Source: an optimization exercise on an open RTL-to-GDS flow (aim: small area and a short achievable clock period). Production flows keep margins and buffers that such runs may drop.
At most, simulation tests tie the RTL to the original design; equivalence was not proved.
No activity file was given, so power comes from the tool's default toggle rates.

==> flow/design.v <==
module cpu(i_clk, i_rst, i_en,
    i_opcode, i_data, i_ready,
    o_data, o_err,
    d_index
);
parameter  DATA       = 32;  
parameter  OPCODE     = 16;  
parameter  STACK      = 16;  
localparam STACK_BITS = $clog2(STACK);
input wire i_clk;
input wire i_rst;
input wire i_en;
input wire [OPCODE-1:0] i_opcode;
input wire [DATA-1:0] i_data;
input wire i_ready;  
output reg [DATA-1:0] o_data;
output reg [2:0] o_err;
output reg [STACK_BITS:0] d_index;  
localparam OPCODE_IDLE = 0;
localparam OPCODE_PUSH = 1;
localparam OPCODE_POP = 2;
localparam OPCODE_ADD = 3;
localparam OPCODE_SUBTRACT= 4;
localparam OPCODE_MULTIPLY = 5;
localparam OPCODE_DIVIDE = 6;
localparam OPCODE_DUP = 7;
localparam OPCODE_ROT = 8;
localparam OPCODE_SWAP = 9;
localparam ERROR_OK = 0;
localparam ERROR_INVALID_OPCODE = 1;
localparam ERROR_STACK_TOO_SMALL = 2;
localparam ERROR_STACK_TOO_BIG = 3;
localparam ERROR_DIVIDE_BY_ZERO = 4;
reg [STACK*DATA-1:0] stk;
wire [DATA-1:0] T = stk[0*DATA +: DATA];
wire [DATA-1:0] S = stk[1*DATA +: DATA];
wire [DATA-1:0] U = stk[2*DATA +: DATA];
wire op_idle = (i_opcode == OPCODE_IDLE);
wire op_push = (i_opcode == OPCODE_PUSH);
wire op_pop  = (i_opcode == OPCODE_POP);
wire op_add  = (i_opcode == OPCODE_ADD);
wire op_sub  = (i_opcode == OPCODE_SUBTRACT);
wire op_mul  = (i_opcode == OPCODE_MULTIPLY);
wire op_div  = (i_opcode == OPCODE_DIVIDE);
wire op_dup  = (i_opcode == OPCODE_DUP);
wire op_rot  = (i_opcode == OPCODE_ROT);
wire op_swap = (i_opcode == OPCODE_SWAP);
wire n_full = d_index[STACK_BITS];                   
wire n_ge1  = |d_index;                              
wire n_ge2  = n_full | (|d_index[STACK_BITS-1:1]);   
wire n_ge3  = n_full | (|d_index[STACK_BITS-1:2]) | (&d_index[1:0]);
wire t_zero = ~|T;
wire ok_push = op_push & ~n_full;
wire ok_pop  = op_pop & n_ge1;
wire ok_bin  = (op_add | op_sub | op_mul) & n_ge2 | op_div & n_ge2 & ~t_zero;
wire ok_dup  = op_dup & n_ge1 & ~n_full;
wire ok_rot  = op_rot & n_ge3;
wire ok_swap = op_swap & n_ge2;
reg [2:0] next_err;
always @(*)
begin
    next_err = ERROR_OK;
    if (op_push & n_full) next_err = ERROR_STACK_TOO_BIG;
    if (op_pop & ~n_ge1) next_err = ERROR_STACK_TOO_SMALL;
    if ((op_add | op_sub | op_mul | op_div | op_swap) & ~n_ge2) next_err = ERROR_STACK_TOO_SMALL;
    if (op_div & n_ge2 & t_zero) next_err = ERROR_DIVIDE_BY_ZERO;
    if (op_dup & ~n_ge1) next_err = ERROR_STACK_TOO_SMALL;
    if (op_dup & n_full) next_err = ERROR_STACK_TOO_BIG;
    if (op_rot & ~n_ge3) next_err = ERROR_STACK_TOO_SMALL;
    if (~(op_idle | op_push | op_pop | op_add | op_sub | op_mul | op_div |
          op_dup | op_rot | op_swap)) next_err = ERROR_INVALID_OPCODE;
end
localparam DIVR = 12;
parameter BLK = 4;
wire [DATA+1:0] T1 = {2'b00, T};
wire [DATA+1:0] T2 = {1'b0, T, 1'b0};
reg  [DATA+1:0] T3;
reg  t3c;
integer m;
always @(*)
begin
    t3c = 1'b0;
    for (m = 0; m < DATA + 2; m = m + 1)
    begin
        T3[m] = T1[m] ^ T2[m] ^ t3c;
        t3c = (T1[m] & T2[m]) | (t3c & (T1[m] ^ T2[m]));
    end
end
wire [DATA*(DATA+1)-1:0] Xf;
wire [DATA-1:0] q;
assign Xf[DATA*DATA +: DATA] = S;
assign Xf[(DATA-2)*DATA +: DATA] = S;
localparam NB = DATA - DIVR;
reg  [NB-1:0] mh;
reg  mc, mp;
integer mr, mj;
always @(*)
begin
    mh = {NB{1'b0}};
    for (mr = 0; mr < NB; mr = mr + 1)
    begin
        mc = 1'b0;
        for (mj = mr; mj < NB; mj = mj + 1)
        begin
            mp = S[DIVR + mr] & T[mj - mr];
            {mc, mh[mj]} = {(mh[mj] & mp) | (mc & (mh[mj] ^ mp)), mh[mj] ^ mp ^ mc};
        end
    end
end
wire [3:0] td4 = (T[3:0] == 4'd0) ? 4'd1 : T[3:0];
wire t_small = ~|T[DATA-1:4];
wire [3:0] q4 = t_small ? S[DATA-1:DATA-4] / td4 : 4'd0;
wire [3:0] r4 = t_small ? S[DATA-1:DATA-4] % td4 : S[DATA-1:DATA-4];
assign q[DATA-1:DATA-4] = q4;
assign Xf[(DATA-4)*DATA +: DATA] = {r4, S[DATA-5:0]};
genvar gi, gk;
generate
    for (gi = DATA-6; gi >= 0; gi = gi - 2)
    begin : row
        localparam W = DATA - gi;
        localparam SHARED = (gi < DIVR);
        wire [DATA-1:0] xr = Xf[(gi+2)*DATA +: DATA];
        wire [DATA-1:0] xin;
        if (gi == DIVR - 2)
        begin : init
            assign xin = op_div ? xr :
                         op_mul ? ~{mh, {DIVR{1'b0}}} :
                         S ^ {DATA{op_add}};
        end
        else
        begin : pass
            assign xin = xr;
        end
        wire [W-1:0] a = xin[DATA-1:gi];
        wire z1 = ((T >> W) == 0);
        wire z2 = ((T >> (W-1)) == 0);
        wire z3 = (T <= ((64'd1 << W) - 1) / 3);
        wire [3:1] fit;
        wire [W-1:0] d [1:3];
        for (gk = 1; gk <= 3; gk = gk + 1)
        begin : add
            wire [DATA+1:0] bfull = ~((gk == 1) ? T1 : (gk == 2) ? T2 : T3);
            wire [W-1:0] b = bfull[W-1:0];
            wire cin = 1'b1;
            reg  [W-1:0] G, P, Gn, Pn, g0, p0;
            reg  [W:0] c;
            integer j, l, kk;
            always @(*)
            begin
                g0 = a & b;
                p0 = a ^ b;
                g0[0] = g0[0] | (p0[0] & cin);
                G = g0; P = p0;
                for (l = 0; (1 << l) < W; l = l + 1)
                begin
                    Gn = G; Pn = P;
                    for (j = 0; j < W; j = j + 1)
                        if ((j >> l) & 1)
                        begin
                            kk = ((j >> l) << l) - 1;
                            Gn[j] = G[j] | (P[j] & G[kk]);
                            Pn[j] = P[j] & P[kk];
                        end
                    G = Gn; P = Pn;
                end
                c = {G, cin};
            end
            assign d[gk] = p0 ^ c[W-1:0];
            assign fit[gk] = c[W];
        end
        wire f1 = fit[1] & z1;
        wire f2 = fit[2] & z2;
        wire f3 = fit[3] & z3;
        wire v0, v1, v2, v3;
        if (SHARED)
        begin : shr
            wire [1:0] md = S[gi+1:gi];
            wire as0 = (op_add | op_sub) & (gi == 0);
            assign v3 = op_div ? f3 : op_mul & (md == 2'd3);
            assign v2 = op_div ? f2 & ~f3 : op_mul & (md == 2'd2);
            assign v1 = op_div ? f1 & ~f2 : op_mul & (md == 2'd1) | as0;
            assign v0 = ~(v1 | v2 | v3);
        end
        else
        begin : dvr
            assign v3 = f3;
            assign v2 = f2 & ~f3;
            assign v1 = f1 & ~f2;
            assign v0 = ~f1;
        end
        assign q[gi+1] = f2;
        assign q[gi] = f3 | (f1 & ~f2);
        wire [W-1:0] nx = ({W{v0}} & a) | ({W{v1}} & d[1]) |
                          ({W{v2}} & d[2]) | ({W{v3}} & d[3]);
        if (gi > 0)
            assign Xf[gi*DATA +: DATA] = {nx, xin[gi-1:0]};
        else
            assign Xf[gi*DATA +: DATA] = nx;
    end
endgenerate
wire [DATA-1:0] alu = op_div ? q : Xf[DATA-1:0] ^ {DATA{~op_sub}};
wire exec = i_en & i_ready;
wire sh_dn = ok_push | ok_dup;   
wire sh_up = ok_pop | ok_bin;    
wire c_dn   = exec & sh_dn;
wire c_up   = exec & sh_up;
wire c_hold = ~(c_dn | c_up);
wire t_push = exec & ok_push;
wire t_s    = exec & (ok_pop | ok_rot | ok_swap);
wire t_alu  = exec & ok_bin;
wire t_hold = ~(t_push | t_s | t_alu);
wire s_t    = exec & (sh_dn | ok_swap);
wire s_u    = exec & (sh_up | ok_rot);
wire s_hold = ~(s_t | s_u);
wire u_rot  = exec & ok_rot;
wire u_hold = ~(c_dn | c_up | u_rot);
reg [STACK*DATA-1:0] stk_d;
integer k;
always @(*)
begin
    stk_d[0*DATA +: DATA] = ({DATA{t_hold}} & T) | ({DATA{t_push}} & i_data) |
                            ({DATA{t_s}} & S) | ({DATA{t_alu}} & alu);
    stk_d[1*DATA +: DATA] = ({DATA{s_hold}} & S) | ({DATA{s_t}} & T) | ({DATA{s_u}} & U);
    stk_d[2*DATA +: DATA] = ({DATA{u_hold}} & U) | ({DATA{c_dn}} & S) |
                            ({DATA{c_up}} & stk[3*DATA +: DATA]) | ({DATA{u_rot}} & T);
    for (k = 3; k < STACK-1; k = k + 1)
        stk_d[k*DATA +: DATA] = ({DATA{c_hold}} & stk[k*DATA +: DATA]) |
                                ({DATA{c_dn}} & stk[(k-1)*DATA +: DATA]) |
                                ({DATA{c_up}} & stk[(k+1)*DATA +: DATA]);
    stk_d[(STACK-1)*DATA +: DATA] = ({DATA{~c_dn}} & stk[(STACK-1)*DATA +: DATA]) |
                                    ({DATA{c_dn}} & stk[(STACK-2)*DATA +: DATA]);
end
always @(posedge i_clk)
    stk <= stk_d;
always @(posedge i_clk or posedge i_rst)
begin
    if (1 == i_rst)
    begin
        o_data <= 0;
        o_err <= 0;
        d_index <= 0;
    end
    else if (exec)
    begin
        o_data <= ok_pop ? T : {DATA{1'b0}};
        o_err <= next_err;
        if (sh_dn) d_index <= d_index + 1'd1;
        else if (sh_up) d_index <= d_index - 1'd1;
    end
end
endmodule
Settings: LEC_CHECK=0, ABC_AREA=1, CAP_MARGIN=30, CORE_MARGIN=2, CORE_UTILIZATION=55, PLACE_DENSITY=0.65, SLEW_MARGIN=30; clock period 80.0 ns.
run.sh (not shown) runs the stock make flow with config.mk's settings and CLKGATE_MAP_FILE= SYNTH_SCRIPT=/design/flow/synth_recipe.tcl, a recipe that flattens the netlist after the stock synthesis.
Then changed:
--- a/flow/design.v
+++ b/flow/design.v
@@ -69,54 +69,20 @@
     if (op_rot & ~n_ge3) next_err = ERROR_STACK_TOO_SMALL;
     if (~(op_idle | op_push | op_pop | op_add | op_sub | op_mul | op_div |
           op_dup | op_rot | op_swap)) next_err = ERROR_INVALID_OPCODE;
 end
-localparam DIVR = 12;
+localparam DIVR = 20;
 parameter BLK = 4;
 wire [DATA+1:0] T1 = {2'b00, T};
 wire [DATA+1:0] T2 = {1'b0, T, 1'b0};
-reg  [DATA+1:0] T3;
-reg  t3c;
-integer m;
-always @(*)
-begin
-    t3c = 1'b0;
-    for (m = 0; m < DATA + 2; m = m + 1)
-    begin
-        T3[m] = T1[m] ^ T2[m] ^ t3c;
-        t3c = (T1[m] & T2[m]) | (t3c & (T1[m] ^ T2[m]));
-    end
-end
+wire [DATA+1:0] T3 = T1 + T2;
 wire [DATA*(DATA+1)-1:0] Xf;
 wire [DATA-1:0] q;
 assign Xf[DATA*DATA +: DATA] = S;
-assign Xf[(DATA-2)*DATA +: DATA] = S;
-localparam NB = DATA - DIVR;
-reg  [NB-1:0] mh;
-reg  mc, mp;
-integer mr, mj;
-always @(*)
-begin
-    mh = {NB{1'b0}};
-    for (mr = 0; mr < NB; mr = mr + 1)
-    begin
-        mc = 1'b0;
-        for (mj = mr; mj < NB; mj = mj + 1)
-        begin
-            mp = S[DIVR + mr] & T[mj - mr];
-            {mc, mh[mj]} = {(mh[mj] & mp) | (mc & (mh[mj] ^ mp)), mh[mj] ^ mp ^ mc};
-        end
-    end
-end
-wire [3:0] td4 = (T[3:0] == 4'd0) ? 4'd1 : T[3:0];
-wire t_small = ~|T[DATA-1:4];
-wire [3:0] q4 = t_small ? S[DATA-1:DATA-4] / td4 : 4'd0;
-wire [3:0] r4 = t_small ? S[DATA-1:DATA-4] % td4 : S[DATA-1:DATA-4];
-assign q[DATA-1:DATA-4] = q4;
-assign Xf[(DATA-4)*DATA +: DATA] = {r4, S[DATA-5:0]};
+wire [DATA-DIVR-1:0] mh = S[DATA-1:DIVR] * T[DATA-DIVR-1:0];
 genvar gi, gk;
 generate
-    for (gi = DATA-6; gi >= 0; gi = gi - 2)
+    for (gi = DATA-2; gi >= 0; gi = gi - 2)
     begin : row
         localparam W = DATA - gi;
         localparam SHARED = (gi < DIVR);
         wire [DATA-1:0] xr = Xf[(gi+2)*DATA +: DATA];
What happened:
- synthesized cell count drops by 3.6%
- sequential cell count is unchanged
- worst setup slack degrades by 6.6 ns
- global-route usage drops by 1.4 points
- sequential power is about the same
- synthesized area drops by 4.9%
Only the layout flow was run in the second run of this note; the RTL was not checked for function there.

static timing again, ports no longer ideal:
How much do the figures lean on ideal ports? The routed layouts below were timed once more, with nothing changed but the port constraints.
Step 1 assumes that a clkbuf_16 drives the clock port and a buf_2 every other input.
Step 2 adds t to the input delays and takes it off the output delays; t is the mean of the earliest and latest rising clock arrival at the registers after step 1. Input paths then give back, and output paths get back, about the clock's delay inside the block.
Slacks: ideal / step 1 / step 2; pairs: ideal / step 1.
| run | t (ns) | setup WS [ns] | latest minus earliest clock arrival (ns) | slew at the worst register clock pin (ns) | cell pins on the clock port's net |
|---|---|---|---|---|---|
| the first run | 0.721 | 31.966 / 31.966 / 31.966 | 0.058 / 0.058 | 0.07 / 0.07 | 1 |
| the second run | 0.730 | 25.383 / 25.433 / 24.703 | 0.046 / 0.046 | 0.08 / 0.08 | 1 |
After both steps setup and hold are still met in every run listed. For the second run, which loses most, drivers alone change the setup slack by +0.050 ns; drivers and shift together by -0.680 ns.
